This design comes from an exercise in tuning for small area and a short achievable clock period on the open sky130 flow, not from production work.
The RTL was checked by simulation tests, not by an equivalence proof against the original design.
No activity file was given, so power comes from the tool's default toggle rates.

==> design/flow/design.v <==
module stream_fifo #(
    parameter DATA_WIDTH = 55,
    parameter FIFO_LEN = 8,
    parameter [DATA_WIDTH-1:0] KEY_MASK = '0
) (
    input  logic                  ACLK,
    input  logic                  ARESETn,
    input  logic [DATA_WIDTH-1:0] data_i,
    input  logic                  valid_i,
    output logic                  ready_o,
    output logic [DATA_WIDTH-1:0] data_o,        
    output logic                  valid_o,       
    input  logic                  ready_i,       
    output logic [DATA_WIDTH-1:0] mem_key_o,     
    output logic [DATA_WIDTH-1:0] data_next_o,   
    output logic                  valid_next_o,  
    output logic                  push_o,        
    output logic                  single_o       
);
    localparam MEM_LEN = FIFO_LEN - 1;
    localparam CW = $clog2(FIFO_LEN + 1);
    logic [DATA_WIDTH-1:0] head;
    logic [DATA_WIDTH-1:0] mem [MEM_LEN];
    logic [MEM_LEN-1:0]    rptr, wptr;
    logic [CW-1:0]         count;
    logic                  head_valid, not_full;
    logic push, pop, c1, ld_mem, wr_mem;
    logic [DATA_WIDTH-1:0] mem_rd, mem_rd2, mem_key;
    logic [MEM_LEN-1:0]    rptr_inc;
    assign data_o  = head;
    assign valid_o = head_valid;
    assign ready_o = not_full;
    assign push   = valid_i & not_full;
    assign pop    = ready_i;
    assign c1     = (count == 1);
    assign ld_mem = pop & !c1;
    assign wr_mem = push & head_valid & !(pop & c1);
    always_comb begin
        mem_rd = '0;
        for (int k = 0; k < MEM_LEN; k++)
            mem_rd = mem_rd | ({DATA_WIDTH{rptr[k]}} & mem[k]);
    end
    assign rptr_inc = {rptr[MEM_LEN-2:0], rptr[MEM_LEN-1]};
    always_comb begin
        mem_rd2 = '0;
        for (int k = 0; k < MEM_LEN; k++)
            mem_rd2 = mem_rd2 | ({DATA_WIDTH{rptr_inc[k]}} & mem[k] & KEY_MASK);
    end
    always_ff @(posedge ACLK) begin
        if (push && (ld_mem ? |(wptr & rptr_inc) : |(wptr & rptr)))
            mem_key <= data_i & KEY_MASK;
        else if (ld_mem)
            mem_key <= mem_rd2;
    end
    assign mem_key_o    = mem_key;
    assign data_next_o  = pop ? (c1 ? data_i : mem_rd) : (head_valid ? head : data_i);
    assign valid_next_o = push | (head_valid & !(pop & c1));
    assign push_o       = push;
    assign single_o     = c1;
    always_ff @(posedge ACLK) begin
        head <= data_next_o;
    end
    always_ff @(posedge ACLK) begin
        for (int k = 0; k < MEM_LEN; k++)
            if (push && wptr[k])
                mem[k] <= data_i;
    end
    always_ff @(posedge ACLK or negedge ARESETn) begin
        if (!ARESETn) begin
            rptr       <= 1;
            wptr       <= 1;
            count      <= '0;
            head_valid <= 1'b0;
            not_full   <= 1'b1;
        end else begin
            if (ld_mem)
                rptr <= rptr_inc;
            if (wr_mem)
                wptr <= {wptr[MEM_LEN-2:0], wptr[MEM_LEN-1]};
            head_valid <= valid_next_o;
            if (push && !pop) begin
                count    <= count + 1'b1;
                not_full <= (count != FIFO_LEN - 1);
            end else if (pop && !push) begin
                count    <= count - 1'b1;
                not_full <= 1'b1;
            end
        end
    end
endmodule
module algorithm_selector_XY #(
    parameter MAX_ROUTERS_X = 4,
    parameter MAX_ROUTERS_X_WIDTH
    = $clog2(MAX_ROUTERS_X),
    parameter MAX_ROUTERS_Y = 4,
    parameter MAX_ROUTERS_Y_WIDTH
    = $clog2(MAX_ROUTERS_Y),
    parameter ROUTER_X = 0,
    parameter ROUTER_Y = 0,
    parameter CHANNEL_NUMBER = 5
) (
    input  logic [MAX_ROUTERS_X_WIDTH-1:0] target_x_i,
    input  logic [MAX_ROUTERS_Y_WIDTH-1:0] target_y_i,
    output logic [CHANNEL_NUMBER-1:0]      selector_o
);
    logic [CHANNEL_NUMBER-1:0] cand;
    assign cand[0] = ((target_x_i == ROUTER_X) && (target_y_i == ROUTER_Y));
    assign cand[1] = (target_y_i < ROUTER_Y);
    assign cand[2] = (target_x_i > ROUTER_X);
    assign cand[3] = (target_y_i > ROUTER_Y);
    assign cand[4] = (target_x_i < ROUTER_X);
    always_comb begin
        selector_o = '0;
        for (int i = CHANNEL_NUMBER - 1; i >= 0; i--)
            if (cand[i])
                selector_o = CHANNEL_NUMBER'(1) << i;
    end
endmodule
module arbiter #(
    parameter CHANNEL_NUMBER = 5,
    parameter [CHANNEL_NUMBER-1:0] RESET_PORT = 5'b00010
) (
    input  logic clk_i, rst_n_i,
    input  logic [CHANNEL_NUMBER-1:0]   valid_i,         
    input  logic [CHANNEL_NUMBER-1:0]   single_i,        
    input  logic [CHANNEL_NUMBER-1:0]   push_i,          
    input  logic [CHANNEL_NUMBER-1:0]   header_i,
    input  logic [CHANNEL_NUMBER*CHANNEL_NUMBER-1:0] port_i,
    input  logic [CHANNEL_NUMBER-1:0]   header_in_i,
    input  logic [CHANNEL_NUMBER*CHANNEL_NUMBER-1:0] port_in_i,
    input  logic [CHANNEL_NUMBER-1:0]   header_mem_i,
    input  logic [CHANNEL_NUMBER*CHANNEL_NUMBER-1:0] port_mem_i,
    input  logic [7:0]                  count_i,         
    input  logic                        take_i,
    output logic [CHANNEL_NUMBER-1:0]   grant_o,         
    output logic [CHANNEL_NUMBER-1:0]   grant_next_o,
    output logic                        valid_o,         
    output logic                        header_o,
    output logic [CHANNEL_NUMBER-1:0]   ctrl_o,
    output logic                        valid_next_o,    
    output logic                        header_next_o,
    output logic [CHANNEL_NUMBER-1:0]   ctrl_next_o
);
    localparam CN = CHANNEL_NUMBER;
    logic [7:0]    left [CN];
    logic [CN-1:0] stored [CN];
    logic [CN-1:0] rr_grant;
    logic          last_one, other, to_other, stay_pop;
    logic          g_valid, g_single, g_push, g_hdr, g_hdr_in, g_hdr_mem;
    logic [CN-1:0] g_port, g_port_in, g_port_mem, g_stored;
    logic          n_hdr;
    logic [CN-1:0] n_port, n_stored;
    always_comb begin
        last_one  = 1'b0;
        g_valid   = 1'b0; g_single  = 1'b0; g_push    = 1'b0;
        g_hdr     = 1'b0; g_hdr_in  = 1'b0; g_hdr_mem = 1'b0;
        g_port    = '0;   g_port_in = '0;   g_port_mem = '0; g_stored = '0;
        n_hdr     = 1'b0; n_port    = '0;   n_stored  = '0;
        for (int c = 0; c < CN; c++) begin
            if (grant_o[c]) begin
                last_one   = last_one | (left[c] == 8'd1);
                g_valid    = g_valid    | valid_i[c];
                g_single   = g_single   | single_i[c];
                g_push     = g_push     | push_i[c];
                g_hdr      = g_hdr      | header_i[c];
                g_hdr_in   = g_hdr_in   | header_in_i[c];
                g_hdr_mem  = g_hdr_mem  | header_mem_i[c];
                g_port     = g_port     | port_i[c*CN +: CN];
                g_port_in  = g_port_in  | port_in_i[c*CN +: CN];
                g_port_mem = g_port_mem | port_mem_i[c*CN +: CN];
                g_stored   = g_stored   | stored[c];
            end
            if (rr_grant[c]) begin
                n_hdr    = n_hdr    | header_i[c];
                n_port   = n_port   | port_i[c*CN +: CN];
                n_stored = n_stored | stored[c];
            end
        end
    end
    always_comb begin
        rr_grant = '0;
        for (int g = 0; g < CN; g++) begin
            logic [CN-1:0] pick;
            pick = CN'(1) << g;
            for (int i = CN - 1; i > 0; i--)
                if (valid_i[(g + i) % CN])
                    pick = CN'(1) << ((g + i) % CN);
            if (grant_o[g])
                rr_grant = rr_grant | pick;
        end
    end
    assign other        = |(valid_i & ~grant_o);
    assign to_other     = other & (!take_i | last_one);
    assign stay_pop     = take_i & !to_other;
    assign grant_next_o = to_other ? rr_grant : grant_o;
    logic [CN-1:0] g_stored_next;
    assign g_stored_next = (valid_o && header_o) ? g_port : g_stored;
    logic          p_valid, p_hdr;       
    logic [CN-1:0] p_port;
    logic          s_valid, s_hdr;       
    logic [CN-1:0] s_port;
    always_comb begin
        if (g_single) begin
            p_valid = g_push;
            p_hdr   = g_hdr_in;
            p_port  = g_hdr_in ? g_port_in : g_stored_next;
        end else begin
            p_valid = 1'b1;
            p_hdr   = g_hdr_mem;
            p_port  = g_hdr_mem ? g_port_mem : g_stored_next;
        end
        if (g_valid) begin
            s_valid = 1'b1;
            s_hdr   = g_hdr;
            s_port  = g_hdr ? g_port : g_stored_next;
        end else begin
            s_valid = g_push;
            s_hdr   = g_hdr_in;
            s_port  = g_hdr_in ? g_port_in : g_stored_next;
        end
        if (to_other) begin
            valid_next_o  = 1'b1;
            header_next_o = n_hdr;
            ctrl_next_o   = n_hdr ? n_port : n_stored;
        end else if (take_i) begin
            valid_next_o  = p_valid;
            header_next_o = p_hdr;
            ctrl_next_o   = p_port;
        end else begin
            valid_next_o  = s_valid;
            header_next_o = s_hdr;
            ctrl_next_o   = s_port;
        end
    end
    always_ff @(posedge clk_i or negedge rst_n_i) begin
        if (!rst_n_i) begin
            grant_o  <= 1;
            valid_o  <= 1'b0;
            header_o <= 1'b0;
            ctrl_o   <= '0;
            for (int c = 0; c < CN; c++) begin
                left[c]   <= '0;
                stored[c] <= RESET_PORT;
            end
        end else begin
            grant_o  <= grant_next_o;
            valid_o  <= valid_next_o;
            header_o <= header_next_o;
            ctrl_o   <= ctrl_next_o;
            for (int c = 0; c < CN; c++) begin
                if (grant_o[c]) begin
                    stored[c] <= g_stored_next;
                    if (valid_o && header_o)
                        left[c] <= count_i;
                    else if (take_i)
                        left[c] <= left[c] - 8'd1;
                end
            end
        end
    end
endmodule
module algorithm #(
    parameter CHANNEL_NUMBER = 5
) (
    input  logic clk_i, rst_n_i,
    input  logic                      valid_i,
    input  logic                      header_i,   
    input  logic                      tlast_i,
    input  logic [CHANNEL_NUMBER-1:0] ctrl_i,     
    input  logic                      valid_next_i,
    input  logic                      header_next_i,
    input  logic [CHANNEL_NUMBER-1:0] ctrl_next_i,
    output logic                      take_o,     
    output logic [CHANNEL_NUMBER-1:0] out_valid_o,
    input  logic [CHANNEL_NUMBER-1:0] out_ready_i
);
    logic [CHANNEL_NUMBER-1:0] busy, busy_next;
    assign take_o = |(out_valid_o & out_ready_i);
    always_comb begin
        for (int o = 0; o < CHANNEL_NUMBER; o++)
            busy_next[o] = (valid_i && ctrl_i[o] && out_ready_i[o]) ?
                           (header_i | (busy[o] & !tlast_i)) : busy[o];
    end
    always_ff @(posedge clk_i or negedge rst_n_i) begin
        if (!rst_n_i) begin
            busy        <= '0;
            out_valid_o <= '0;
        end else begin
            busy        <= busy_next;
            out_valid_o <= (valid_next_i && !(header_next_i && |(ctrl_next_i & busy_next))) ?
                           ctrl_next_i : '0;
        end
    end
endmodule
module router #(
    parameter AXIS_DATA_WIDTH = 40,
    parameter ID_WIDTH = 4,
    parameter CHANNEL_NUMBER = 5,
    parameter BUFFER_LENGTH = 8,
    parameter MAX_ROUTERS_X = 4,
    parameter MAX_ROUTERS_X_WIDTH
    = $clog2(MAX_ROUTERS_X),
    parameter MAX_ROUTERS_Y = 4,
    parameter MAX_ROUTERS_Y_WIDTH
    = $clog2(MAX_ROUTERS_Y),
    parameter ROUTER_X = 1,
    parameter ROUTER_Y = 2,
    parameter STRB_WIDTH = AXIS_DATA_WIDTH/8
)(
    input  clk_i, rst_n_i,
    input  logic [CHANNEL_NUMBER*AXIS_DATA_WIDTH-1:0] in_tdata_i,
    input  logic [CHANNEL_NUMBER*STRB_WIDTH-1:0]      in_tstrb_i,
    input  logic [CHANNEL_NUMBER*STRB_WIDTH-1:0]      in_tkeep_i,
    input  logic [CHANNEL_NUMBER-1:0]                 in_tlast_i,
    input  logic [CHANNEL_NUMBER*ID_WIDTH-1:0]        in_tid_i,
    input  logic [CHANNEL_NUMBER-1:0]                 in_tvalid_i,
    output logic [CHANNEL_NUMBER-1:0]                 in_tready_o,
    output logic [CHANNEL_NUMBER*AXIS_DATA_WIDTH-1:0] out_tdata_o,
    output logic [CHANNEL_NUMBER*STRB_WIDTH-1:0]      out_tstrb_o,
    output logic [CHANNEL_NUMBER*STRB_WIDTH-1:0]      out_tkeep_o,
    output logic [CHANNEL_NUMBER-1:0]                 out_tlast_o,
    output logic [CHANNEL_NUMBER*ID_WIDTH-1:0]        out_tid_o,
    output logic [CHANNEL_NUMBER-1:0]                 out_tvalid_o,
    input  logic [CHANNEL_NUMBER-1:0]                 out_tready_i
);
    localparam CN = CHANNEL_NUMBER;
    localparam FLIT_WIDTH = AXIS_DATA_WIDTH + 2*STRB_WIDTH + 1 + ID_WIDTH;
    localparam DATA_LSB = FLIT_WIDTH - AXIS_DATA_WIDTH;
    localparam XYW = MAX_ROUTERS_X_WIDTH + MAX_ROUTERS_Y_WIDTH;
    localparam [FLIT_WIDTH-1:0] KEY_MASK =
        {{(FLIT_WIDTH-DATA_LSB-XYW){1'b0}}, {XYW{1'b1}}, {(DATA_LSB-ID_WIDTH){1'b0}}, {ID_WIDTH{1'b1}}};
    function automatic [CN-1:0] port_of_origin();
        port_of_origin = '0;
        for (int i = CN - 1; i >= 0; i--) begin
            if ((i == 0 && ROUTER_X == 0 && ROUTER_Y == 0) ||
                (i == 1 && 0 < ROUTER_Y) || (i == 2 && 0 > ROUTER_X) ||
                (i == 3 && 0 > ROUTER_Y) || (i == 4 && 0 < ROUTER_X))
                port_of_origin = CN'(1) << i;
        end
    endfunction
    logic [FLIT_WIDTH-1:0] head_next [CN];
    logic [FLIT_WIDTH-1:0] mem_key [CN];
    logic [CN-1:0]         head_valid;
    logic [CN-1:0]         push, single;
    logic [CN-1:0]         header_next, header_head, header_in, header_mem;
    logic [CN*CN-1:0]      port_next, port_head, port_in, port_mem;
    logic [CN-1:0]         pop;
    logic [CN-1:0]         grant, grant_next;
    logic                  g_valid, g_header, take;
    logic [CN-1:0]         g_ctrl;
    logic                  g_valid_next, g_header_next;
    logic [CN-1:0]         g_ctrl_next;
    logic [FLIT_WIDTH-1:0] g_flit, g_flit_next;
    generate
        genvar i;
        for (i = 0; i < CN; i++) begin : gen_in
            logic [FLIT_WIDTH-1:0] flit;
            assign flit = {
                in_tdata_i[i*AXIS_DATA_WIDTH +: AXIS_DATA_WIDTH],
                in_tstrb_i[i*STRB_WIDTH +: STRB_WIDTH],
                in_tkeep_i[i*STRB_WIDTH +: STRB_WIDTH],
                in_tlast_i[i],
                in_tid_i[i*ID_WIDTH +: ID_WIDTH]
            };
            stream_fifo #(
                .DATA_WIDTH(FLIT_WIDTH),
                .FIFO_LEN(BUFFER_LENGTH),
                .KEY_MASK(KEY_MASK)
            ) q (
                .ACLK(clk_i),
                .ARESETn(rst_n_i),
                .data_i(flit),
                .valid_i(in_tvalid_i[i]),
                .ready_o(in_tready_o[i]),
                .data_o(),
                .valid_o(head_valid[i]),
                .ready_i(pop[i]),
                .mem_key_o(mem_key[i]),
                .data_next_o(head_next[i]),
                .valid_next_o(),
                .push_o(push[i]),
                .single_o(single[i])
            );
            assign pop[i] = take & grant[i];
            algorithm_selector_XY #(
               .MAX_ROUTERS_X(MAX_ROUTERS_X), .MAX_ROUTERS_Y(MAX_ROUTERS_Y),
               .ROUTER_X(ROUTER_X), .ROUTER_Y(ROUTER_Y), .CHANNEL_NUMBER(CN)
            ) sel_in (
                .target_x_i(flit[DATA_LSB + MAX_ROUTERS_Y_WIDTH +: MAX_ROUTERS_X_WIDTH]),
                .target_y_i(flit[DATA_LSB +: MAX_ROUTERS_Y_WIDTH]),
                .selector_o(port_in[i*CN +: CN])
            );
            algorithm_selector_XY #(
               .MAX_ROUTERS_X(MAX_ROUTERS_X), .MAX_ROUTERS_Y(MAX_ROUTERS_Y),
               .ROUTER_X(ROUTER_X), .ROUTER_Y(ROUTER_Y), .CHANNEL_NUMBER(CN)
            ) sel_mem (
                .target_x_i(mem_key[i][DATA_LSB + MAX_ROUTERS_Y_WIDTH +: MAX_ROUTERS_X_WIDTH]),
                .target_y_i(mem_key[i][DATA_LSB +: MAX_ROUTERS_Y_WIDTH]),
                .selector_o(port_mem[i*CN +: CN])
            );
            always_ff @(posedge clk_i) begin
                header_head[i]           <= header_next[i];
                port_head[i*CN +: CN]    <= port_next[i*CN +: CN];
            end
            assign header_in[i]  = (flit[ID_WIDTH-1:0] == '0);
            assign header_mem[i] = (mem_key[i][ID_WIDTH-1:0] == '0);
            assign header_next[i] = pop[i] ? (single[i] ? header_in[i] : header_mem[i]) :
                                    (head_valid[i] ? header_head[i] : header_in[i]);
            assign port_next[i*CN +: CN] =
                pop[i] ? (single[i] ? port_in[i*CN +: CN] : port_mem[i*CN +: CN]) :
                         (head_valid[i] ? port_head[i*CN +: CN] : port_in[i*CN +: CN]);
            assign {
                out_tdata_o[i*AXIS_DATA_WIDTH +: AXIS_DATA_WIDTH],
                out_tstrb_o[i*STRB_WIDTH +: STRB_WIDTH],
                out_tkeep_o[i*STRB_WIDTH +: STRB_WIDTH],
                out_tlast_o[i],
                out_tid_o[i*ID_WIDTH +: ID_WIDTH]
            } = g_flit;
        end
    endgenerate
    always_comb begin
        g_flit_next = '0;
        for (int c = 0; c < CN; c++)
            g_flit_next = g_flit_next | ({FLIT_WIDTH{grant_next[c]}} & head_next[c]);
    end
    always_ff @(posedge clk_i) begin
        g_flit <= g_flit_next;
    end
    arbiter #(
        .CHANNEL_NUMBER(CN),
        .RESET_PORT(port_of_origin())
    ) arb (
        .clk_i(clk_i), .rst_n_i(rst_n_i),
        .valid_i(head_valid),
        .single_i(single),
        .push_i(push),
        .header_i(header_head),
        .port_i(port_head),
        .header_in_i(header_in),
        .port_in_i(port_in),
        .header_mem_i(header_mem),
        .port_mem_i(port_mem),
        .count_i(g_flit[DATA_LSB + 2*XYW +: 8]),
        .take_i(take),
        .grant_o(grant),
        .grant_next_o(grant_next),
        .valid_o(g_valid),
        .header_o(g_header),
        .ctrl_o(g_ctrl),
        .valid_next_o(g_valid_next),
        .header_next_o(g_header_next),
        .ctrl_next_o(g_ctrl_next)
    );
    algorithm #(
        .CHANNEL_NUMBER(CN)
    ) alg (
        .clk_i(clk_i), .rst_n_i(rst_n_i),
        .valid_i(g_valid),
        .header_i(g_header),
        .tlast_i(g_flit[ID_WIDTH]),
        .ctrl_i(g_ctrl),
        .valid_next_i(g_valid_next),
        .header_next_i(g_header_next),
        .ctrl_next_i(g_ctrl_next),
        .take_o(take),
        .out_valid_o(out_tvalid_o),
        .out_ready_i(out_tready_i)
    );
endmodule
==> design/flow/flow/run.sh <==
#!/bin/bash
# The standard layout, with plain buffers (rather than the delay cells
# buffer_ports picks by itself) as the port buffers.
set -uo pipefail
export BUFFER_PORTS_ARGS="-buffer_cell sky130_fd_sc_hd__buf_2"
bash standard.sh > standard.log 2>&1
==> design/flow/standard.sh <==
#!/bin/bash
# synth_recipe.tcl (not shown) runs the flow's synth.tcl, then flattens the netlist and writes it again
# the make line also repeats each setting of config.mk as NAME=value (left out here)
make -C /OpenROAD-flow-scripts/flow DESIGN_CONFIG=/design/flow/config.mk WORK_HOME=/design/flow/orfs CLKGATE_MAP_FILE= SYNTH_SCRIPT=/design/flow/synth_recipe.tcl "${@:-finish}"
==> design/flow/config.mk <==
export PLATFORM = sky130hd
export DESIGN_NAME = router
export DESIGN_NICKNAME = router
export VERILOG_FILES = /design/flow/design.v
export SDC_FILE = /design/flow/constraint.sdc
export NUM_CORES = 4
export LEC_CHECK = 0
export ABC_CLOCK_PERIOD_IN_PS = 3000
export CAP_MARGIN = 20
export CORE_MARGIN = 2
export CORE_UTILIZATION = 60
export PLACE_DENSITY = 0.7
export SETUP_SLACK_MARGIN = 4.3
export SLEW_MARGIN = 20
==> design/flow/constraint.sdc <==
create_clock -name core_clock -period 7.5 [get_ports {clk_i}]
set_input_delay 1.5000 -clock core_clock [delete_from_list [all_inputs] [get_ports {clk_i}]]
set_output_delay 1.5000 -clock core_clock [all_outputs]
set_load 0.01 [all_outputs]
==> metrics.md, run 1 <==
| Metric | Value |
|---|---|
| Total chip power | `0.0371 W` |
| RSZ-0062 raised after global routing | `yes` |
| Placer Congestion | `0.957` |
| # H-tree levels | `4` |
| HP Class | `reg -> reg` |
| Reg2reg path depth | `12` |
| Switching Fraction | `31.0%` |
| Hold Path Cell Cnt | `1` |
| Post-synthesis async set-or-reset flop share | `7.44%` |
| Fill cells | `10,400` |
| P_sw | `0.0115 W` |
| Final setup viols | `0` |
| Met3 WL | `40.8 mm` |
| DR iter-0 viols | `11,200` |
| Hold-fix buffers, CTS | `0` |
| Clock transition at path regs | `60 ps` |
| Antenna Violating Nets Remaining | `0` |
| M1 WL | `109 mm` |
| Sequential area share after synthesis | `74.4%` |
| Via density | `7.29` |
| Total gr overflow | `0` |
| Slew Viols, Final | `0` |
| Initial antenna violation count | `90` |
| Hold WS | `490 ps` |
| Initial core utilization | `60.4%` |
| Worst Setup End Kind | `register` |
| # clock sinks | `2,512` |
| Site Rows | `146` |
| EDFF count, synth | `1,995` |
| Cell taking the most area after synthesis | `edfxtp_1` |
| Crit path launch type | `input pin` |
| Top sig layer | `met5` |
| Outcome | `complete, no violations` |
| Synth Instances | `6,005` |
| Worst Clk Skew | `50.9 ps` |
| Max-cap violations | `0` |
| Syn Area/Cell | `15.9 um2` |
| Period utilization | `43.7%` |
| Final hold violations | `0` |
| CTS Buf Count | `233` |
| Final cell count without fillers | `8,706` |
| Layout cells sized above 1 | `23.9%` |
| Static leakage | `36.4 nW` |
| Syn Std Cell Area | `0.0957 mm2` |
| Yosys top cell area share | `62.6%` |
| Largest net degree at the start of global routing | `76` |
| Commonest cells in the netlist | `edfxtp_1 (1,995), a22oi_1 (781), a222oi_1 (350), clkbuf_1 (338), dfxtp_1 (330)` |
| Relative slew slack | `25.2%` |
| I/O pin count | `572` |
| Crit path required time | `8300 ps` |
| Netlist cell types | `81` |
| Die width | `403 um` |
| Synth Flop Type | `edfxtp_1` |
| Clock power frac | `32.2%` |
| Max frequency | `0.305 GHz` |
| DRC Markers | `0` |
| Internal | `0.0256 W` |
| Sequential power share | `45.6%` |
| Pre-antenna DRT Iters | `10` |
| Synth top area cells | `edfxtp_1 (63%), dfxtp_1 (6.9%), a22oi_1 (6.1%)` |
| CTS Buffer Depth | `3` |
| Logic pwr share | `22.2%` |
| DIE HEIGHT | `403 um` |
| Dpl hpwl | `181 mm` |
| Setup TNS Final | `0 ps` |
| WL final | `308 mm` |
| First-pass GRT wire length | `432 mm` |
| Core box area | `0.158 mm2` |
| Wire per inst | `35.4 um` |
| Yosys Warn Count | `10` |
| I/O Buffers | `571` |
| Via count | `63,500` |
| Total GRT Usage | `36.8%` |
| Area grow syn2layout | `14.2%` |
| Worst skew pair latency | `880 ps` |
| Post-layout min period | `3280 ps` |
| Placed Cells | `8,107` |
| Met2 WL | `138 mm` |
| CP Class | `in -> reg` |
| CP arrival | `4080 ps` |
| VDD IR max | `0.321 mV` |
| TritonCTS clock tree | `built` |
| Vias in the first global route | `59,000` |
| Synth Register Bits | `2,512` |
| Most frequent cell after synthesis | `edfxtp_1` |
| Crit-path max FO | `30` |
| Worst-margin pin slew | `1120 ps` |
| Die ar. | `0.163 mm2` |
| Power Dens Cells | `339 mW/mm2` |
| Nets | `6,695` |
| Post-Syn Nets | `6,322` |
| CTS root buf | `clkbuf_16` |
[power groups by stage]
stage | clock network [W] | registers, W | logic (W)
after floorplan | 0 | 0.0167 | 0.00427
after global placement | 0 | 0.0171 | 0.00674
after detailed placement | 0 | 0.0171 | 0.00682
after CTS | 0.0120 | 0.0169 | 0.00763
after global routing | 0.0125 | 0.0169 | 0.00841
final | 0.0119 | 0.0169 | 0.00824
[layout by cell type, fill, tap and decap left out, drive strengths merged, types with 15 or more instances in the layout]
cell / n
edfxtp: 1995
a22oi: 781
buf: 766
clkbuf: 361
a222oi: 350
dfxtp: 330
a31oi: 303
a221o: 275
nand2: 249
dfrtp: 166
nand3: 146
mux2: 117
nor2: 88
o21ai: 76
clkinv: 68
inv: 59
a21oi: 53
diode: 43
and3: 41
ha: 30
nand4: 24
dfstp: 21
nor3: 19
o22a: 18
nor4: 18
xor2: 15
mux2i: 15
[stage by stage]
step | area, um2 | worst slack [ps] | util (%)
floorplan | 96000 | 4200 | -
global placement | 99000 | 1380 | 62.5
detailed placement | 99000 | 1560 | 62.5
CTS | 108000 | 4210 | 68.5
finish | 109000 | 4220 | 69.0
global route | 109000 | 4260 | 69.0
[flip-flops by register name, indices dropped and copies added, names as in the netlist]
| signal | count |
|---|---|
| gen_in.q.mem | 1925 |
| alg.out_valid_o | 5 |
| arb.left | 40 |
| gen_in.q.head | 275 |
| alg.busy | 5 |
| port_head | 25 |
| gen_in.q.not_full | 5 |
| gen_in.q.head_valid | 5 |
| arb.grant_o | 5 |
| arb.stored | 25 |
| gen_in.q.count | 20 |
| header_head | 5 |
| gen_in.q.rptr | 35 |
| gen_in.q.wptr | 35 |
| arb.ctrl_o | 5 |
| gen_in.q.mem_key | 40 |
| arb.header_o | 1 |
| arb.valid_o | 1 |
| g_flit | 55 |
[repair_timing]
item                                    4_1_cts  5_1_grt
hold endpoints to repair                      0        0
gates cloned                                 20        9
buffers inserted                             52       27
pin swaps                                    32       40
endpoints found under the setup margin      618       74
gates resized for setup                     202       74
[final timing paths]
check	slack, ps	from	end
worst max-delay path	4220	out_tready_i[3]	g_flit[42]
worst min-delay path	490	gen_in[3].q.head[12]	gen_in[3].q.head[12]
worst max register to register	4280	arb.grant_o[2]	g_flit[53]
worst min register to register	490	gen_in[3].q.head[12]	gen_in[3].q.head[12]
max in group asynchronous	5430	rst_n_i	arb.grant_o[1]
min in group asynchronous	590	rst_n_i	gen_in[3].q.wptr[6]
[worst max-delay path: stages]
cell	delay [ps]
buf_4	120
a22oi_2	170
nand4_1	120
buf_6	190
buf_12	180
nand3_4	130
nor2b_4	210
buf_4	420
a221o_1	600
a22oi_1	220
nand3_1	140
[logic make-up (layout without fill, tap and decap cells)]
family / after synthesis / after routing / synth area share [%]
other: 0 / 43 / 0
xor gates and xnor gates: 20 / 20 / 0.183
muxes: 132 / 132 / 1.53
DFF: 2512 / 2512 / 74.4
AOI/OAI and AO/OA: 1934 / 1935 / 16.2
and+or+nand+nor: 675 / 684 / 3.49
buffers and inverters: 702 / 1278 / 3.75
adders and majority gates: 30 / 30 / 0.392
[routing by layer]
layer  global-route usage [%]  vias to the layer above
li1                         -                    25800
met1                     50.2                    31800
met2                     54.7                     4931
met3                     9.22                      847
met4                     20.6                       68
met5                        0                        -
[cell type report]
| type | count | area (um2) | share of cell area [%] |
|---|---|---|---|
| Tap cell | 2072 | 2590 | 2.37 |
| Clock buffer | 352 | 6890 | 6.30 |
| Sequential cell | 2512 | 71300 | 65.2 |
| Clock inverter | 96 | 917 | 0.839 |
| Timing Repair Buffer | 782 | 5280 | 4.83 |
| Multi-Input combinational cell | 2801 | 22000 | 20.1 |
| Inverter | 48 | 183 | 0.167 |
| Antenna cell | 43 | 108 | 0.0985 |
==> run 2, diff against run 1 <==
--- a/design/flow/config.mk
+++ b/design/flow/config.mk
@@ -11,2 +11,4 @@
 export CORE_UTILIZATION = 60
+export CTS_CLUSTER_DIAMETER = 50
+export CTS_CLUSTER_SIZE = 20
 export PLACE_DENSITY = 0.7
==> run 2 against run 1 <==
  * First-iteration DRC count increased by 1.2%
  * Non-clock buffer count increased by 4
  * Sequential share of layout area increased by 0.96 points
  * Clock power decreased by 14%
  * Largest cell class unchanged
  * Largest power group unchanged
==> metrics.md, run 2 <==
| Metric | Value |
|---|---|
| Sequential area share after synthesis | `74.4%` |
| # clock sinks | `2,512` |
| CP arrival | `4010 ps` |
| Final setup viols | `0` |
| Syn Std Cell Area | `0.0957 mm2` |
| Slowest-stage cell, CP | `a22oi_2` |
| Synth top area cells | `edfxtp_1 (63%), dfxtp_1 (6.9%), a22oi_1 (6.1%)` |
| Post-synthesis async set-or-reset flop share | `7.44%` |
| Worst skew pair latency | `870 ps` |
| Dpl hpwl | `181 mm` |
| Fill cells | `10,600` |
| Netlist cell types | `81` |
| Area grow syn2layout | `12.6%` |
| Nets | `6,647` |
| Most frequent cell after synthesis | `edfxtp_1` |
| Dpl ws | `1560 ps` |
| First-pass GRT wire length | `430 mm` |
| Most frequent cells in the layout | `edfxtp_1 (1,995), a22oi_1 (720), buf_2 (563)` |
| WL final | `307 mm` |
| Die ar. | `0.163 mm2` |
| Via count | `62,800` |
| Static leakage | `35.5 nW` |
| DIE HEIGHT | `403 um` |
| HP Class | `reg -> reg` |
| Wire per inst | `35.7 um` |
| Hold WS | `493 ps` |
| Initial core utilization | `60.4%` |
| Placer Congestion | `0.957` |
| Max-cap violations | `0` |
| Site Rows | `146` |
| Total GRT Usage | `36.8%` |
| DRC Markers | `0` |
| Period utilization | `44.1%` |
| Largest regs | `gen_in.q.mem: 1925 flops, gen_in.q.head: 275 flops, g_flit: 55 flops` |
| Clock transition at path regs | `80 ps` |
| Largest net degree at the start of global routing | `76` |
| RSZ-0062 raised after global routing | `yes` |
| Crit path launch type | `register` |
| Post-Syn Nets | `6,322` |
| R2R Setup Slk | `4190 ps` |
| Cell taking the most area after synthesis | `edfxtp_1` |
| Crit path cell chain | `buf_12, nand3b_1, nor3_2, or4_4, o31ai_4, buf_12, buf_6, o21ai_4, buf_8, a22oi_2, nand3_1` |
| Syn Area/Cell | `15.9 um2` |
| Commonest cells in the netlist | `edfxtp_1 (1,995), a22oi_1 (781), a222oi_1 (350), clkbuf_1 (338), dfxtp_1 (330)` |
| CTS Buf Count | `181` |
| Final hold violations | `0` |
| Yosys Warn Count | `10` |
| Via density | `7.31` |
| Total gr overflow | `0` |
| Setup ws final | `4190 ps` |
| I/O pin count | `572` |
| CP max stage delay | `660 ps` |
| Power Dens Cells | `329 mW/mm2` |
| TritonCTS clock tree | `built` |
| Post-layout min period | `3310 ps` |
| DR iter-0 viols | `11,300` |
| Most common cell after layout, fill and taps aside | `edfxtp_1` |
| CTS Buffer Depth | `3` |
| CTS root buf | `clkbuf_16` |
| CP Class | `reg -> reg` |
| Pre-antenna DRT Iters | `13` |
| Slew Viols, Final | `0` |
| Layout cells sized above 1 | `23.3%` |
| Synth Flop Type | `edfxtp_1` |
| Crit path required time | `8200 ps` |
| EDFF count, synth | `1,995` |
| Worst-margin pin slew | `1130 ps` |
| Setup TNS Final | `0 ps` |
| Worst Clk Skew | `50.8 ps` |
| Synth Instances | `6,005` |
| Worst Setup End Kind | `register` |
| CP most frequent cell | `buf_12` |
| Crit-path max FO | `56` |
| # H-tree levels | `4` |
| Yosys top cell area share | `62.6%` |
| Max frequency | `0.302 GHz` |
| Worst Path Buf+Inv | `4` |
| Vias in the first global route | `58,500` |
| Relative slew slack | `24.7%` |
| Antenna Violating Nets Remaining | `0` |
| I/O Buffers | `571` |
| Initial antenna violation count | `93` |
| Core box area | `0.158 mm2` |
| VDD IR max | `0.324 mV` |
| Die width | `403 um` |
| Largest Register | `gen_in.q.mem` |
| Number of flip-flops in the largest register | `1,925` |
| Synth Register Bits | `2,512` |
| Outcome | `complete, no violations` |
| Cell family with most CP delay | `compound AO/OA/AOI/OAI gates` |
run 2: cell counts after synthesis:
Identical to the previous run, type by type.
run 2: layout make-up:
cell class / instances / area (um2) / share of cell area, %
sequential: 2512 / 71300 / 66.2
multi-input combinational: 2801 / 22000 / 20.4
timing repair buffer: 786 / 5380 / 5.00
clock buffer: 229 / 4890 / 4.54
tap: 2072 / 2590 / 2.41
clock inverter: 112 / 1230 / 1.15
inverter: 48 / 186 / 0.173
antenna: 35 / 87.6 / 0.0813
run 2: worst paths after layout:
check,start,end,cells after the start
min in group asynchronous,rst_n_i,gen_in[3].q.wptr[6],1
worst max-delay path,arb.grant_o[0],g_flit[20],11
worst max register to register,arb.grant_o[0],g_flit[20],11
max in group asynchronous,rst_n_i,gen_in[4].q.rptr[6],2
worst min register to register,gen_in[4].q.count[3],gen_in[4].q.count[3],1
worst min-delay path,gen_in[4].q.count[3],gen_in[4].q.count[3],1
run 2: where the power goes:
part           leakage [nW]  switching [W]  total, W  internal (W)
Combinational          9.57        0.00544   0.00837       0.00293
Sequential             23.0       0.000942    0.0169        0.0159
Clock                  2.92        0.00509    0.0102       0.00511
Total                  35.5         0.0115    0.0354        0.0240
run 2: cell families after synthesis:
family                   count (synthesis)  synth area share [%]
flip-flops                            2512                  74.4
XOR/XNOR                                20                 0.183
AO/OA/AOI/OAI                         1934                  16.2
multiplexers                           132                  1.53
buffers and inverters                  702                  3.75
adder cells (fa/ha/maj)                 30                 0.392
AND/OR/NAND/NOR                        675                  3.49
run 2: repair_timing:
item / 4_1_cts / 5_1_grt
endpoints found under the setup margin: 612 / 80
hold buffers: 0 / 0
gates resized for setup: 199 / 77
setup buffers: 61 / 21
gates cloned: 20 / 9
pin swaps: 26 / 41
run 2: metal layers:
metal  track usage, %  routed length (um)  vias to the layer above
met5                0                 472                        -
met4             20.4               18700                       80
met3             10.1               40800                      735
met1             49.9              109000                    31500
li1                 -                   -                    25600
met2             54.3              138000                     4851
run 2: through the flow:
stage | util, % | std cells | instance area [um2] | total power [W]
after global routing | 68.0 | 8584 | 108000 | 0.0362
final | 68.0 | 8595 | 108000 | 0.0354
after CTS | 67.5 | 8529 | 107000 | 0.0348
after floorplan | - | 6005 | 96000 | 0.0210
after detailed placement | 62.5 | 8107 | 99000 | 0.0239
after global placement | 62.5 | 8105 | 99000 | 0.0238
==> run 3, diff against run 2 <==
--- a/design/flow/config.mk
+++ b/design/flow/config.mk
@@ -11,6 +11,7 @@
 export CORE_UTILIZATION = 60
-export CTS_CLUSTER_DIAMETER = 50
-export CTS_CLUSTER_SIZE = 20
+export CTS_BUF_LIST = sky130_fd_sc_hd__clkbuf_8 sky130_fd_sc_hd__clkbuf_16
+export CTS_CLUSTER_DIAMETER = 70
+export CTS_CLUSTER_SIZE = 25
 export PLACE_DENSITY = 0.7
-export SETUP_SLACK_MARGIN = 4.3
+export SETUP_SLACK_MARGIN = 4.15
 export SLEW_MARGIN = 20
==> run 3 against run 2 <==
  * Non-clock buffer count shrank 79
  * Routed wire length grew 0.76%
  * Clock skew decreased by 9.6 ps
  * Global-route usage up 0.30 points
  * Sequential share of layout area grew 2.1 points
  * Worst setup slack worse by 110 ps
  * Synthesized area unchanged
  * Synthesized cell count stayed put
  * Still clean on timing, DRC and antenna
==> metrics.md, run 3 <==
| Metric | Value |
|---|---|
| Nets | `6,521` |
| Wire per inst | `36.7 um` |
| DRC Markers | `0` |
| Largest regs | `gen_in.q.mem: 1925 flops, gen_in.q.head: 275 flops, g_flit: 55 flops` |
| Via density | `7.42` |
| Via count | `62,500` |
| Total GRT Usage | `37.1%` |
| CP Launch Point | `arb.grant_o[1]` |
| Cell taking the most area after synthesis | `edfxtp_1` |
| Syn Area/Cell | `15.9 um2` |
| Netlist cell types | `81` |
| Final hold violations | `0` |
| Initial core utilization | `60.4%` |
| Post-synthesis xor/xnor area fraction | `0.183%` |
| Total gr overflow | `0` |
| Synth Instances | `6,005` |
| Slew Viols, Final | `0` |
| Area grow syn2layout | `9.07%` |
| TritonCTS clock tree | `built` |
| Outcome | `complete, no violations` |
| Clock transition at path regs | `90 ps` |
| DR iter-0 viols | `12,200` |
| Number of flip-flops in the largest register | `1,925` |
| Post-layout min period | `3420 ps` |
| Synth Flop Type | `edfxtp_1` |
| Worst skew pair latency | `830 ps` |
| Simple-gate share of the synthesized area | `3.49%` |
| Relative slew slack | `19.2%` |
| I/O pin count | `572` |
| Max-cap violations | `0` |
| I/O Buffers | `571` |
| CP Class | `reg -> reg` |
| Syn Std Cell Area | `0.0957 mm2` |
| Initial antenna violation count | `89` |
| Synth top area cells | `edfxtp_1 (63%), dfxtp_1 (6.9%), a22oi_1 (6.1%)` |
| # clock sinks | `2,512` |
| Largest net degree at the start of global routing | `134` |
| Commonest cells in the netlist | `edfxtp_1 (1,995), a22oi_1 (781), a222oi_1 (350), clkbuf_1 (338), dfxtp_1 (330)` |
| Crit path launch type | `register` |
| Die width | `403 um` |
| Power Dens Cells | `307 mW/mm2` |
| Die ar. | `0.163 mm2` |
| # H-tree levels | `4` |
| Post-synthesis async set-or-reset flop share | `7.44%` |
| CTS Buffer Depth | `3` |
| Final cell count without fillers | `8,425` |
| EDFF count, synth | `1,995` |
| DIE HEIGHT | `403 um` |
| Final Core Density | `65.9%` |
| Worst Setup End Kind | `register` |
| RSZ-0062 raised after global routing | `yes` |
| VDD IR max | `0.300 mV` |
| Core box area | `0.158 mm2` |
| Most frequent cell after synthesis | `edfxtp_1` |
| Post-Synth Adder-Cell Area | `0.392%` |
| Placed Cells | `8,095` |
| Setup TNS Final | `0 ps` |
| Final setup viols | `0` |
| Worst Clk Skew | `41.2 ps` |
| Antenna Violating Nets Remaining | `0` |
| Worst Hold Launch | `gen_in[4].q.head[25]` |
| Most frequent cells in the layout | `edfxtp_1 (1,995), a22oi_1 (760), buf_2 (570)` |
| CP arrival | `4110 ps` |
| Largest Register | `gen_in.q.mem` |
| Yosys Warn Count | `10` |
| Compound-Gate Fraction of Synth Area | `16.2%` |
| Yosys top cell area share | `62.6%` |
| Pre-antenna DRT Iters | `12` |
| Dpl hpwl | `190 mm` |
| Vias in the first global route | `57,200` |
| Period utilization | `45.6%` |
| Post-Syn Nets | `6,322` |
| Crit-path max FO | `16` |
| Crit path required time | `8190 ps` |
| Site Rows | `146` |
| Largest family of logic cells by synthesized area | `compound AO/OA/AOI/OAI gates` |
| Synth Register Bits | `2,512` |
| Critical R2R Launch | `arb.grant_o[1]` |
| WL final | `309 mm` |
| Mux cell area share after synthesis | `1.53%` |
| Most common cell after layout, fill and taps aside | `edfxtp_1` |
| CTS Buf Count | `134` |
| Worst-margin pin slew | `1210 ps` |
| Layout cells sized above 1 | `19.6%` |
| Max frequency | `0.293 GHz` |
| Static leakage | `34.2 nW` |
| Sequential area share after synthesis | `74.4%` |
| Placer Congestion | `0.996` |
| HP Class | `reg -> reg` |
| CTS root buf | `clkbuf_16` |
| First-pass GRT wire length | `431 mm` |
## run 3: worst max-delay path, stage by stage (launching register included)
cell     delay [ps]
dfrtp_4         520
buf_4           250
inv_1           300
a21oi_1         110
nand4_1         240
o31ai_4         170
buf_12          200
nor2_2          450
a21oi_4         120
buf_6           240
a22oi_1         530
nand3_1         130
## run 3: area by class of cell
| type | instances | area [um2] |
|---|---|---|
| diodes | 44 | 110 |
| clock inverters | 96 | 749 |
| clock buffers | 145 | 3580 |
| multi-input cells | 2801 | 21600 |
| repair buffers | 707 | 4210 |
| fillers | 10800 | 54000 |
| flip-flops and latches | 2512 | 71300 |
| well taps | 2072 | 2590 |
| inverters | 48 | 186 |
## run 3: kinds of logic (layout without fill, tap and decap cells)
group           count (synthesis)  after routing
buf+inv                       702            996
flops                        2512           2512
compound gates               1934           1938
xor+xnor                       20             20
simple gates                  675            681
fa+ha+maj                      30             30
other cells                     0             44
mux                           132            132
## run 3: worst paths after layout
kind / end / slack [ps] / cells past startpoint
worst max-delay path: g_flit[14] / 4080 / 11
min in group asynchronous: arb.left[2][2] / 660 / 1
max in group asynchronous: gen_in[1].q.rptr[6] / 5460 / 2
worst min-delay path: gen_in[4].q.head[25] / 500 / 1
worst max register to register: g_flit[14] / 4080 / 11
worst min register to register: gen_in[4].q.head[25] / 500 / 1
## run 3: repair_timing
action                     in CTS  in global routing
buffers inserted               20                 11
setup endpoints to repair     372                 99
pin swaps                      10                 12
hold buffers                    0                  0
gates cloned                   10                  4
gates resized for setup        97                 51
## run 3: through the flow
step,cell area [um2],hold slack (ps),setup WS (ps),total power (W)
finish,104000,495,4080,0.0320
detailed placement,98800,470,2430,0.0234
CTS,104000,496,4050,0.0316
floorplan,95700,434,4150,0.0209
global placement,98800,470,1770,0.0234
global route,104000,511,4150,0.0328
## run 3: power breakdown
group	leakage (nW)	total (W)	switching [W]	internal (W)
Clock	2.29	0.00823	0.00452	0.00371
Sequential	23.0	0.0169	0.000996	0.0159
Combinational	8.85	0.00690	0.00454	0.00236
## run 3: routing by layer
metal | part of all wire [%] | vias up | wire length [um] | track usage, %
li1 | - | 25300 | - | -
met2 | 44 | 5070 | 137000 | 54.1
met4 | 6.7 | 50 | 20700 | 21.0
met1 | 35 | 31300 | 109000 | 50.7
met3 | 14 | 790 | 42700 | 9.99
met5 | 0.10 | - | 312 | 0
==> run 4, diff against run 3 <==
--- a/design/flow/config.mk
+++ b/design/flow/config.mk
@@ -15,3 +15,3 @@
 export PLACE_DENSITY = 0.7
-export SETUP_SLACK_MARGIN = 4.15
+export SETUP_SLACK_MARGIN = 4.3
 export SLEW_MARGIN = 20
==> run 4 against run 3 <==
  * Sequential power hardly changed
  * Still clean
  * Routed wire length is 1.3% lower
  * Power is 5.6% higher
  * Largest power group unchanged
  * Clock power is 1% higher
  * Critical path depth is 1 higher
  * Die area stayed put
==> metrics.md, run 4 <==
| Metric | Value |
|---|---|
| Outcome | `complete, no violations` |
| Via density | `7.34` |
| CTS Buffer Depth | `3` |
| Post-layout min period | `3360 ps` |
| Worst-margin pin slew | `1120 ps` |
| Core box area | `0.158 mm2` |
| Worst Setup End Kind | `register` |
| Setup TNS Final | `0 ps` |
| Site Rows | `146` |
| Max-cap violations | `0` |
| Synth Flop Type | `edfxtp_1` |
| Vias in the first global route | `57,700` |
| # H-tree levels | `4` |
| Synth Instances | `6,005` |
| First-pass GRT wire length | `427 mm` |
| Syn Std Cell Area | `0.0957 mm2` |
| Crit path launch type | `input pin` |
| Placed Cells | `8,107` |
| Largest net degree at the start of global routing | `76` |
| Slowest-stage cell, CP | `a22oi_2` |
| Nets | `6,610` |
| Sequential power share | `49.9%` |
| Power Dens Cells | `318 mW/mm2` |
| Simple-gate share of the synthesized area | `3.49%` |
| CP max stage delay | `600 ps` |
| CTS root buf | `clkbuf_16` |
| Largest regs | `gen_in.q.mem: 1925 flops, gen_in.q.head: 275 flops, g_flit: 55 flops` |
| Period utilization | `44.7%` |
| Compound-Gate Fraction of Synth Area | `16.2%` |
| Syn Area/Cell | `15.9 um2` |
| Final setup viols | `0` |
| DRC Markers | `0` |
| Switching Fraction | `32.8%` |
| Crit path required time | `8160 ps` |
| Mux cell area share after synthesis | `1.53%` |
| Via count | `62,500` |
| Area grow syn2layout | `11.1%` |
| Final hold violations | `0` |
| Crit-path max FO | `36` |
| Worst skew pair latency | `810 ps` |
| Post-synthesis xor/xnor area fraction | `0.183%` |
| Cell family with most CP delay | `compound AO/OA/AOI/OAI gates` |
| CP Class | `in -> reg` |
| HP Class | `reg -> reg` |
| Total gr overflow | `0` |
| Largest family of logic cells by synthesized area | `compound AO/OA/AOI/OAI gates` |
| Synth top area cells | `edfxtp_1 (63%), dfxtp_1 (6.9%), a22oi_1 (6.1%)` |
| VDD IR max | `0.314 mV` |
| Final cell count without fillers | `8,515` |
| Total GRT Usage | `36.5%` |
| Critical R2R Launch | `arb.grant_o[3]` |
| P_sw | `0.0111 W` |
| Most common cell after layout, fill and taps aside | `edfxtp_1` |
| Total chip power | `0.0338 W` |
| Crit path cell chain | `buf_4, nand2_4, nand4_1, buf_6, buf_12, nand2_8, and2_4, buf_4, buf_6, a221o_1, a22oi_2, nand3_1` |
| Die ar. | `0.163 mm2` |
| DIE HEIGHT | `403 um` |
| # clock sinks | `2,512` |
| Netlist cell types | `81` |
| Most frequent cells in the layout | `edfxtp_1 (1,995), a22oi_1 (710), buf_2 (563)` |
| Slew Viols, Final | `0` |
| EDFF count, synth | `1,995` |
| CP Launch Point | `out_tready_i[1]` |
| Wire per inst | `35.9 um` |
| Number of flip-flops in the largest register | `1,925` |
| Pre-antenna DRT Iters | `10` |
| Post-synthesis async set-or-reset flop share | `7.44%` |
| Placer Congestion | `0.957` |
| I/O pin count | `572` |
| Relative slew slack | `25.0%` |
| Largest Register | `gen_in.q.mem` |
| Sequential area share after synthesis | `74.4%` |
| TritonCTS clock tree | `built` |
| WL final | `305 mm` |
| Layout cells sized above 1 | `22.2%` |
| Cell taking the most area after synthesis | `edfxtp_1` |
| Max frequency | `0.298 GHz` |
| Most frequent cell after synthesis | `edfxtp_1` |
| Antenna Violating Nets Remaining | `0` |
| Worst Hold Launch | `gen_in[4].q.count[3]` |
| Initial antenna violation count | `93` |
| Internal | `0.0227 W` |
| Die width | `403 um` |
| Static leakage | `35.0 nW` |
| RSZ-0062 raised after global routing | `yes` |
| Logic pwr share | `25.5%` |
| Yosys top cell area share | `62.6%` |
| Worst Path Buf+Inv | `5` |
| DR iter-0 viols | `11,200` |
| Initial core utilization | `60.4%` |
| Post-Syn Nets | `6,322` |
| Clock transition at path regs | `90 ps` |
| Synth Register Bits | `2,512` |
| Worst Clk Skew | `52.3 ps` |
| Dpl hpwl | `181 mm` |
| Clock power frac | `24.6%` |
| CP arrival | `4010 ps` |
| I/O Buffers | `571` |
| Commonest cells in the netlist | `edfxtp_1 (1,995), a22oi_1 (781), a222oi_1 (350), clkbuf_1 (338), dfxtp_1 (330)` |
| CTS Buf Count | `134` |
| Post-Synth Adder-Cell Area | `0.392%` |
| Yosys Warn Count | `10` |
## run 4: final timing paths
check	end	slack (ps)	cells past startpoint
max	g_flit[37]	4140	12
min	gen_in[4].q.count[3]	490	1
max reg2reg	g_flit[37]	4230	13
min reg2reg	gen_in[4].q.count[3]	490	1
max in group asynchronous	arb.grant_o[1]	5330	2
min in group asynchronous	gen_in[3].q.rptr[6]	650	1
## run 4: kinds of logic after synthesis
logic type,after synthesis
XOR/XNOR,20
AO/OA/AOI/OAI,1934
buffers and inverters,702
AND/OR/NAND/NOR,675
flip-flops,2512
adder cells (fa/ha/maj),30
multiplexers,132
## run 4: layer usage
layer | share of wire, % | GRT usage (%) | wire, um
met5 | 0.14 | 0 | 418
met4 | 6.1 | 19.3 | 18700
met3 | 13 | 9.53 | 39200
met2 | 45 | 54.5 | 137000
met1 | 36 | 49.6 | 110000
## run 4: what timing repair did
item,CTS,global route
pin swaps,38,61
endpoints found under the setup margin,570,83
gates resized for setup,205,95
cloned,24,11
buffers inserted,48,39
hold buffers,0,0
## run 4: stage by stage
step	instance area [um2]	util [%]	hold slack [ps]	setup slack, ps
floorplan	96000	-	434	4200
global placement	99000	62.5	470	1380
detailed placement	99000	62.5	470	1560
CTS	105000	66.4	495	4220
global route	106000	67.1	506	4200
finish	106000	67.1	494	4140
## run 4: final cells by class
type | instances | area [um2]
fillers | 10700 | 52100
clock inverters | 106 | 887
multi-input cells | 2801 | 22200
flip-flops and latches | 2512 | 71300
inverters | 48 | 186
diodes | 37 | 92.6
well taps | 2072 | 2590
clock buffers | 143 | 3530
repair buffers | 796 | 5530
## run 4: power by group through the flow
stage	clock network (W)	registers, W	logic [W]
after CTS	0.00834	0.0168	0.00788
after global placement	0	0.0171	0.00674
after global routing	0.00882	0.0169	0.00881
after floorplan	0	0.0167	0.00427
after detailed placement	0	0.0171	0.00682
final	0.00833	0.0169	0.00865
## run 4: worst register-to-register path: stages (launching register included)
cell	delay, ps
dfrtp_4	530
buf_4	220
nor2b_2	280
a21oi_1	70
nand4_1	220
o31ai_4	120
buf_6	140
buf_12	140
nor2_2	180
a21oi_4	50
buf_12	150
buf_6	200
a22oi_2	630
nand3_1	190
==> run 5, diff against run 4 <==
--- a/design/flow/config.mk
+++ b/design/flow/config.mk
@@ -14,2 +14,3 @@
 export CTS_CLUSTER_SIZE = 25
+export GPL_ROUTABILITY_DRIVEN = 0
 export PLACE_DENSITY = 0.7
==> run 5 against run 4 <==
  * Non-clock buffer count up 18
  * Routed wire length is 0.20% lower
  * Sequential power barely moved
  * Largest power group unchanged
  * Cell count rose by 0.26%
==> metrics.md, run 5 <==
| Metric | Value |
|---|---|
| Nets | `6,634` |
| Largest regs | `gen_in.q.mem: 1925 flops, gen_in.q.head: 275 flops, g_flit: 55 flops` |
| Synth Instances | `6,005` |
| # H-tree levels | `4` |
| Worst skew pair latency | `810 ps` |
| R2R Setup Slk | `4140 ps` |
| Post-Synth Adder-Cell Area | `0.392%` |
| CTS root buf | `clkbuf_16` |
| Die ar. | `0.163 mm2` |
| CTS Buffer Depth | `3` |
| Post-layout min period | `3360 ps` |
| WL final | `305 mm` |
| Compound-Gate Fraction of Synth Area | `16.2%` |
| CP arrival | `4010 ps` |
| Post-synthesis xor/xnor area fraction | `0.183%` |
| DR iter-0 viols | `11,700` |
| Syn Std Cell Area | `0.0957 mm2` |
| Via density | `7.39` |
| Sequential area share after synthesis | `74.4%` |
| Site Rows | `146` |
| Outcome | `complete, no violations` |
| Syn Area/Cell | `15.9 um2` |
| CP Class | `in -> reg` |
| Synth top area cells | `edfxtp_1 (63%), dfxtp_1 (6.9%), a22oi_1 (6.1%)` |
| Power Dens Cells | `312 mW/mm2` |
| Hold Path Cell Cnt | `1` |
| Worst Clk Skew | `44.8 ps` |
| Hold endpoint | `gen_in[4].q.head[3]` |
| Commonest cells in the netlist | `edfxtp_1 (1,995), a22oi_1 (781), a222oi_1 (350), clkbuf_1 (338), dfxtp_1 (330)` |
| Initial core utilization | `60.4%` |
| Post-synthesis async set-or-reset flop share | `7.44%` |
| Hold WS | `494 ps` |
| Synth Register Bits | `2,512` |
| Static leakage | `35.0 nW` |
| Yosys top cell area share | `62.6%` |
| Critical R2R Capture | `g_flit[3]` |
| Period utilization | `44.9%` |
| Total GRT Usage | `36.2%` |
| Worst-margin pin slew | `1060 ps` |
| Worst Setup End Kind | `register` |
| I/O pin count | `572` |
| Die width | `403 um` |
| Synth Flop Type | `edfxtp_1` |
| Simple-gate share of the synthesized area | `3.49%` |
| Pre-antenna DRT Iters | `10` |
| Area grow syn2layout | `11.1%` |
| DRC Markers | `0` |
| Crit path required time | `8140 ps` |
| Vias in the first global route | `57,600` |
| Largest net degree at the start of global routing | `74` |
| Largest Register | `gen_in.q.mem` |
| EDFF count, synth | `1,995` |
| Slew Viols, Final | `0` |
| # clock sinks | `2,512` |
| Total gr overflow | `0` |
| Most frequent cells in the layout | `edfxtp_1 (1,995), a22oi_1 (720), buf_2 (566)` |
| Yosys Warn Count | `10` |
| Netlist cell types | `81` |
| Wire per inst | `35.7 um` |
| Most common cell after layout, fill and taps aside | `edfxtp_1` |
| Final hold violations | `0` |
| Final setup viols | `0` |
| Dpl hpwl | `181 mm` |
| Initial antenna violation count | `95` |
| Clock transition at path regs | `100 ps` |
| Cell taking the most area after synthesis | `edfxtp_1` |
| Number of flip-flops in the largest register | `1,925` |
| RSZ-0062 raised after global routing | `yes` |
| Reg2reg path depth | `13` |
| Post-Syn Nets | `6,322` |
| DIE HEIGHT | `403 um` |
| Relative slew slack | `29.0%` |
| Hold-fix buffers, CTS | `0` |
| Crit path launch type | `input pin` |
| CTS Buf Count | `135` |
| Critical R2R Launch | `arb.grant_o[2]` |
| Crit-path max FO | `10` |
| Via count | `63,100` |
| Largest family of logic cells by synthesized area | `compound AO/OA/AOI/OAI gates` |
| Antenna Violating Nets Remaining | `0` |
| Core box area | `0.158 mm2` |
| I/O Buffers | `571` |
| Fill cells | `10,700` |
| VDD IR max | `0.283 mV` |
| Mux cell area share after synthesis | `1.53%` |
| Max frequency | `0.297 GHz` |
| Worst Hold Launch | `gen_in[4].q.head[3]` |
| Layout cells sized above 1 | `22.3%` |
| HP Class | `reg -> reg` |
| TritonCTS clock tree | `built` |
| Max-cap violations | `0` |
| Most frequent cell after synthesis | `edfxtp_1` |
| Setup TNS Final | `0 ps` |
| First-pass GRT wire length | `425 mm` |
## run 5: cell count changes in the layout (fill, tap and decap cells not counted), moves of 7 or more
cell,previous run,this run
a22oi_1,710,720
a22oi_2,71,61
buf_12,25,36
clkinv_2,6,17
inv_1,96,87
inv_6,14,7
nand2_2,6,15
## run 5: how the worst max path moves through the flow
stage | startpoint | endpoint | slack (ps)
final | out_tready_i[4] | g_flit[53] | 4140
after global routing | arb.left[2][3] | g_flit[48] | 4150
after CTS | out_tready_i[0] | g_flit[13] | 4200
after detailed placement | out_tready_i[0] | g_flit[48] | 1740
after global placement | out_tready_i[0] | g_flit[48] | 1730
after floorplan | out_tready_i[0] | g_flit[47] | 4200
## run 5: worst max-delay path: stages
cell     delay, ps
buf_2          100
nand2_1         70
nand4_1        110
buf_6          180
buf_4          130
buf_6          100
buf_12         130
nand2_2         90
nor2_4         260
nor2_4         120
buf_4          150
a221o_1        320
a22oi_2        560
nand3_1        160
## run 5: cells by family (layout without fill, tap and decap cells)
kind of cell,Yosys count,after routing
DFF,2512,2512
AOI/OAI and AO/OA,1934,1937
xor gates and xnor gates,20,20
muxes,132,132
other,0,42
and+or+nand+nor,675,687
adders and majority gates,30,30
buffers and inverters,702,1105
## run 5: metal layers
layer | GRT usage, % | routed length (um) | vias to the layer above
met5 | 0 | 487 | -
met4 | 20.0 | 19400 | 76
met3 | 9.99 | 41200 | 831
met2 | 53.4 | 136000 | 4885
met1 | 49.2 | 107000 | 31700
li1 | - | - | 25500
## run 5: metrics by stage
| step | setup WS [ps] | area [um2] | power (W) | util (%) | cells |
|---|---|---|---|---|---|
| floorplan | 4200 | 96000 | 0.0210 | - | 6005 |
| global placement | 1730 | 99000 | 0.0236 | 62.5 | 8105 |
| detailed placement | 1740 | 99000 | 0.0236 | 62.5 | 8105 |
| CTS | 4200 | 105000 | 0.0323 | 66.3 | 8425 |
| global route | 4150 | 106000 | 0.0338 | 67.1 | 8518 |
| finish | 4140 | 106000 | 0.0331 | 67.1 | 8537 |
## run 5: power by group
part / total [W] / switching (W) / internal [W]
Sequential: 0.0169 / 0.000977 / 0.0159
Combinational: 0.00797 / 0.00509 / 0.00288
Clock: 0.00824 / 0.00449 / 0.00375
Total: 0.0331 / 0.0106 / 0.0226
## run 5: repair_timing
action | CTS | global route
gates resized for setup | 202 | 82
pin swaps | 40 | 51
gates cloned | 21 | 17
setup endpoints to repair | 577 | 78
endpoints found under the hold margin | 0 | 0
buffers inserted | 56 | 53
## run 5: layout make-up
class                           instances  area (um2)  share of cell area, %
Antenna cell                           42         105                 0.0989
Inverter                               48         184                  0.173
Timing Repair Buffer                  814        5720                   5.39
Tap cell                             2072        2590                   2.44
Clock inverter                         95         712                  0.670
Multi-Input combinational cell       2806       22000                   20.7
Sequential cell                      2512       71300                   67.1
Clock buffer                          148        3620                   3.41
==> run 6, diff against run 5 <==
--- a/design/flow/config.mk
+++ b/design/flow/config.mk
@@ -10,3 +10,3 @@
 export CORE_MARGIN = 2
-export CORE_UTILIZATION = 60
+export CORE_UTILIZATION = 55
 export CTS_BUF_LIST = sky130_fd_sc_hd__clkbuf_8 sky130_fd_sc_hd__clkbuf_16
@@ -14,4 +14,3 @@
 export CTS_CLUSTER_SIZE = 25
-export GPL_ROUTABILITY_DRIVEN = 0
-export PLACE_DENSITY = 0.7
+export PLACE_DENSITY = 0.65
 export SETUP_SLACK_MARGIN = 4.3
==> run 6 against run 5 <==
  * Sequential power barely moved
  * Final area is essentially flat
  * Routed wire length grew 4.7%
  * Clock-buffer cell count unchanged
  * Maximum frequency is 1.4% lower
  * Combinational power increased by 2%
  * Clock skew rose by 5.9 ps
  * Cell count is 2.6% higher
  * Largest cell class unchanged
  * Still clean on timing, DRC and antenna
==> metrics.md, run 6 <==
| Metric | Value |
|---|---|
| R2R Setup Slk | `4180 ps` |
| Syn Std Cell Area | `0.0957 mm2` |
| Core box area | `0.173 mm2` |
| DIE HEIGHT | `421 um` |
| CP Launch Point | `out_tready_i[0]` |
| Clock power frac | `25.6%` |
| Total chip power | `0.0338 W` |
| # clock sinks | `2,512` |
| Relative slew slack | `20.4%` |
| Cell taking the most area after synthesis | `edfxtp_1` |
| TritonCTS clock tree | `built` |
| Wire per inst | `36.4 um` |
| Synth Instances | `6,005` |
| Finished Cell Area | `0.106 mm2` |
| Sequential area share after synthesis | `74.4%` |
| Post-layout min period | `3410 ps` |
| Number of flip-flops in the largest register | `1,925` |
| Static leakage | `34.8 nW` |
| # H-tree levels | `4` |
| CTS Buffer Depth | `3` |
| Largest regs | `gen_in.q.mem: 1925 flops, gen_in.q.head: 275 flops, g_flit: 55 flops` |
| Hold-fix buffers, CTS | `0` |
| Synth Flop Type | `edfxtp_1` |
| VDD IR max | `0.268 mV` |
| Max frequency | `0.293 GHz` |
| DRC Markers | `0` |
| Largest family of logic cells by synthesized area | `compound AO/OA/AOI/OAI gates` |
| Max-cap violations | `0` |
| Internal | `0.0227 W` |
| Yosys top cell area share | `62.6%` |
| Most frequent cells in the layout | `edfxtp_1 (1,995), a22oi_1 (706), buf_2 (566)` |
| Worst Clk Skew | `50.7 ps` |
| Most frequent cell after synthesis | `edfxtp_1` |
| Power Dens Cells | `318 mW/mm2` |
| Via count | `62,400` |
| Post-Syn Nets | `6,322` |
| CTS Buf Count | `138` |
| Area grow syn2layout | `11.1%` |
| HP Class | `reg -> reg` |
| Worst-margin pin slew | `1190 ps` |
| Levels on crit path | `13` |
| RSZ-0062 raised after global routing | `yes` |
| Synth Register Bits | `2,512` |
| Die width | `421 um` |
| Crit-path max FO | `8` |
| Compound-Gate Fraction of Synth Area | `16.2%` |
| Outcome | `complete, no violations` |
| Crit path cell chain | `buf_8, a22oi_2, nand4_1, buf_6, buf_6, nand2_4, and2_4, buf_12, nor2_4, buf_12, a221o_1, a22oi_2, nand3_1` |
| Total GRT Usage | `34.8%` |
| Dpl hpwl | `196 mm` |
| Worst Setup End Kind | `register` |
| Post-synthesis async set-or-reset flop share | `7.44%` |
| Hold WS | `498 ps` |
| Layout cells sized above 1 | `22.2%` |
| Netlist cell types | `81` |
| Final hold violations | `0` |
| Final setup viols | `0` |
| Logic pwr share | `24.1%` |
| Worst skew pair latency | `860 ps` |
| I/O Buffers | `571` |
| Critical R2R Launch | `gen_in[3].q.rptr[2]` |
| Setup TNS Final | `0 ps` |
| Period utilization | `45.5%` |
| Post-Synth Adder-Cell Area | `0.392%` |
| Initial antenna violation count | `101` |
| CP arrival | `4070 ps` |
| Fill cells | `12,800` |
| Critical R2R Capture | `g_flit[46]` |
| DR iter-0 viols | `11,100` |
| Most common cell after layout, fill and taps aside | `edfxtp_1` |
| Post-synthesis xor/xnor area fraction | `0.183%` |
| EDFF count, synth | `1,995` |
| Placer Congestion | `0.967` |
| Initial core utilization | `55.2%` |
| P_sw | `0.0111 W` |
| Sequential power share | `50.3%` |
| CP Class | `in -> reg` |
| Crit path required time | `8160 ps` |
| CP max stage delay | `610 ps` |
| Total gr overflow | `0` |
| Largest net degree at the start of global routing | `72` |
| Slew Viols, Final | `0` |
| Clock transition at path regs | `90 ps` |
| CP endpoint | `g_flit[50]` |
| Syn Area/Cell | `15.9 um2` |
| CTS root buf | `clkbuf_16` |
| Crit path launch type | `input pin` |
| Largest Register | `gen_in.q.mem` |
| Nets | `6,588` |
| Reg2reg path depth | `6` |
| Mux cell area share after synthesis | `1.53%` |
| First-pass GRT wire length | `444 mm` |
| Worst Path Buf+Inv | `5` |
| Antenna Violating Nets Remaining | `0` |
| Via density | `7.12` |
| DP Area | `0.0995 mm2` |
| Setup ws final | `4090 ps` |
| Simple-gate share of the synthesized area | `3.49%` |
| Commonest cells in the netlist | `edfxtp_1 (1,995), a22oi_1 (781), a222oi_1 (350), clkbuf_1 (338), dfxtp_1 (330)` |
| Synth top area cells | `edfxtp_1 (63%), dfxtp_1 (6.9%), a22oi_1 (6.1%)` |
| Vias in the first global route | `57,800` |
| I/O pin count | `572` |
| Switching Fraction | `32.8%` |
| Dpl ws | `1450 ps` |
| Site Rows | `153` |
| Yosys Warn Count | `10` |
| Slowest-stage cell, CP | `a22oi_2` |
| WL final | `319 mm` |
| Die ar. | `0.177 mm2` |
| Cell family with most CP delay | `compound AO/OA/AOI/OAI gates` |
| Pre-antenna DRT Iters | `9` |
==> run 6: cell counts after synthesis <==
Identical to the previous run, type by type.
==> run 6: power groups by stage <==
| stage | Sequential, W | Clock, W | Combinational [W] |
|---|---|---|---|
| 6_report | 0.0170 | 0.00866 | 0.00815 |
| 3_5_place_dp | 0.0172 | 0 | 0.00685 |
| 5_1_grt | 0.0171 | 0.00917 | 0.00837 |
| 4_1_cts | 0.0170 | 0.00870 | 0.00755 |
| 2_1_floorplan | 0.0167 | 0 | 0.00427 |
| 3_3_place_gp | 0.0172 | 0 | 0.00668 |
==> run 6: final cells by class <==
class | count | area (um2) | area share (%)
Timing Repair Buffer | 767 | 4990 | 4.70
Clock inverter | 110 | 1060 | 0.997
Clock buffer | 148 | 3620 | 3.41
Sequential cell | 2512 | 71300 | 67.1
Antenna cell | 41 | 103 | 0.0965
Multi-Input combinational cell | 2804 | 22100 | 20.8
Tap cell | 2325 | 2910 | 2.74
Inverter | 48 | 183 | 0.172
==> run 6: worst register-to-register path: cells and delay by family, from the launching register on <==
family                 cells  cell delay, ps
buffers and inverters      1             450
AND/OR/NAND/NOR            1             190
flip-flops                 1             680
AO/OA/AOI/OAI              4            1840
==> run 6: timing repair <==
| action | in CTS | in global routing |
|---|---|---|
| pin swaps | 42 | 51 |
| buffers inserted | 34 | 23 |
| gates resized for setup | 189 | 94 |
| gates cloned | 13 | 11 |
| endpoints found under the setup margin | 642 | 87 |
| endpoints found under the hold margin | 0 | 0 |
==> run 6: metal layers <==
layer / track usage [%] / up-vias / part of all wire (%) / routed length (um)
met5: 0.242 / - / 0.14 / 460
met3: 9.09 / 692 / 12 / 39200
met1: 47.8 / 31800 / 37 / 118000
li1: - / 25500 / - / -
met2: 51.5 / 4315 / 45 / 144000
met4: 17.5 / 66 / 5.5 / 17500
==> run 6: worst min path at each step <==
stage	endpoint	cells past startpoint	slack [ps]	from
after global placement	gen_in[3].q.head[9]	1	470	gen_in[3].q.head[9]
after global routing	gen_in[0].q.head[20]	1	510	gen_in[0].q.head[20]
final	gen_in[4].q.head[34]	1	500	gen_in[4].q.head[34]
after floorplan	alg.busy[0]	2	430	alg.busy[0]
after CTS	gen_in[4].q.head[30]	1	500	gen_in[4].q.head[30]
after detailed placement	gen_in[4].q.head[46]	1	470	gen_in[4].q.head[46]
==> run 6: metrics by stage <==
step / utilization (%) / instances
after floorplan: - / 6005
after global placement: 57.3 / 8366
after detailed placement: 57.4 / 8375
after CTS: 60.8 / 8680
after global routing: 61.2 / 8737
final: 61.3 / 8755
==> run 6: logic make-up (layout without fill, tap and decap cells) <==
group	after synthesis	count (layout)
other cells	0	41
mux	132	132
xor+xnor	20	20
compound gates	1934	1934
flops	2512	2512
simple gates	675	688
buf+inv	702	1073
fa+ha+maj	30	30

==> re-timing with driven ports <==
How much do the figures lean on ideal ports? The routed layouts below were timed once more, with nothing changed but the port constraints. Step 1 sets driving cells, clkbuf_16 on the clock port and buf_2 on the other inputs (assumed; they add their load-dependent delay and slew). Step 2, shift: input delay + t, output delay - t, t = (earliest + latest rising clock arrival at the registers) / 2. This alone moves slack from input paths to output paths. a / b / c = ideal ports / drivers / drivers and shift; a / b = the first two.
run	t, ns	setup slack, ns	latest minus earliest clock arrival (ns)	worst register clock-pin slew, ns
run 1	0.948	4.219 / 4.216 / 3.322	0.053 / 0.053	0.07 / 0.07
run 2	0.935	4.193 / 4.193 / 3.330	0.055 / 0.055	0.09 / 0.09
run 3	0.901	4.082 / 4.082 / 3.258	0.047 / 0.047	0.10 / 0.10
run 4	0.879	4.144 / 4.189 / 3.311	0.055 / 0.055	0.10 / 0.10
run 5	0.876	4.136 / 4.136 / 3.319	0.052 / 0.052	0.10 / 0.10
run 6	0.927	4.088 / 4.147 / 3.220	0.061 / 0.061	0.10 / 0.10
After both steps every run listed still meets setup and hold. For run 1, which loses most, drivers alone change the setup slack by -0.003 ns; drivers and shift together by -0.897 ns.
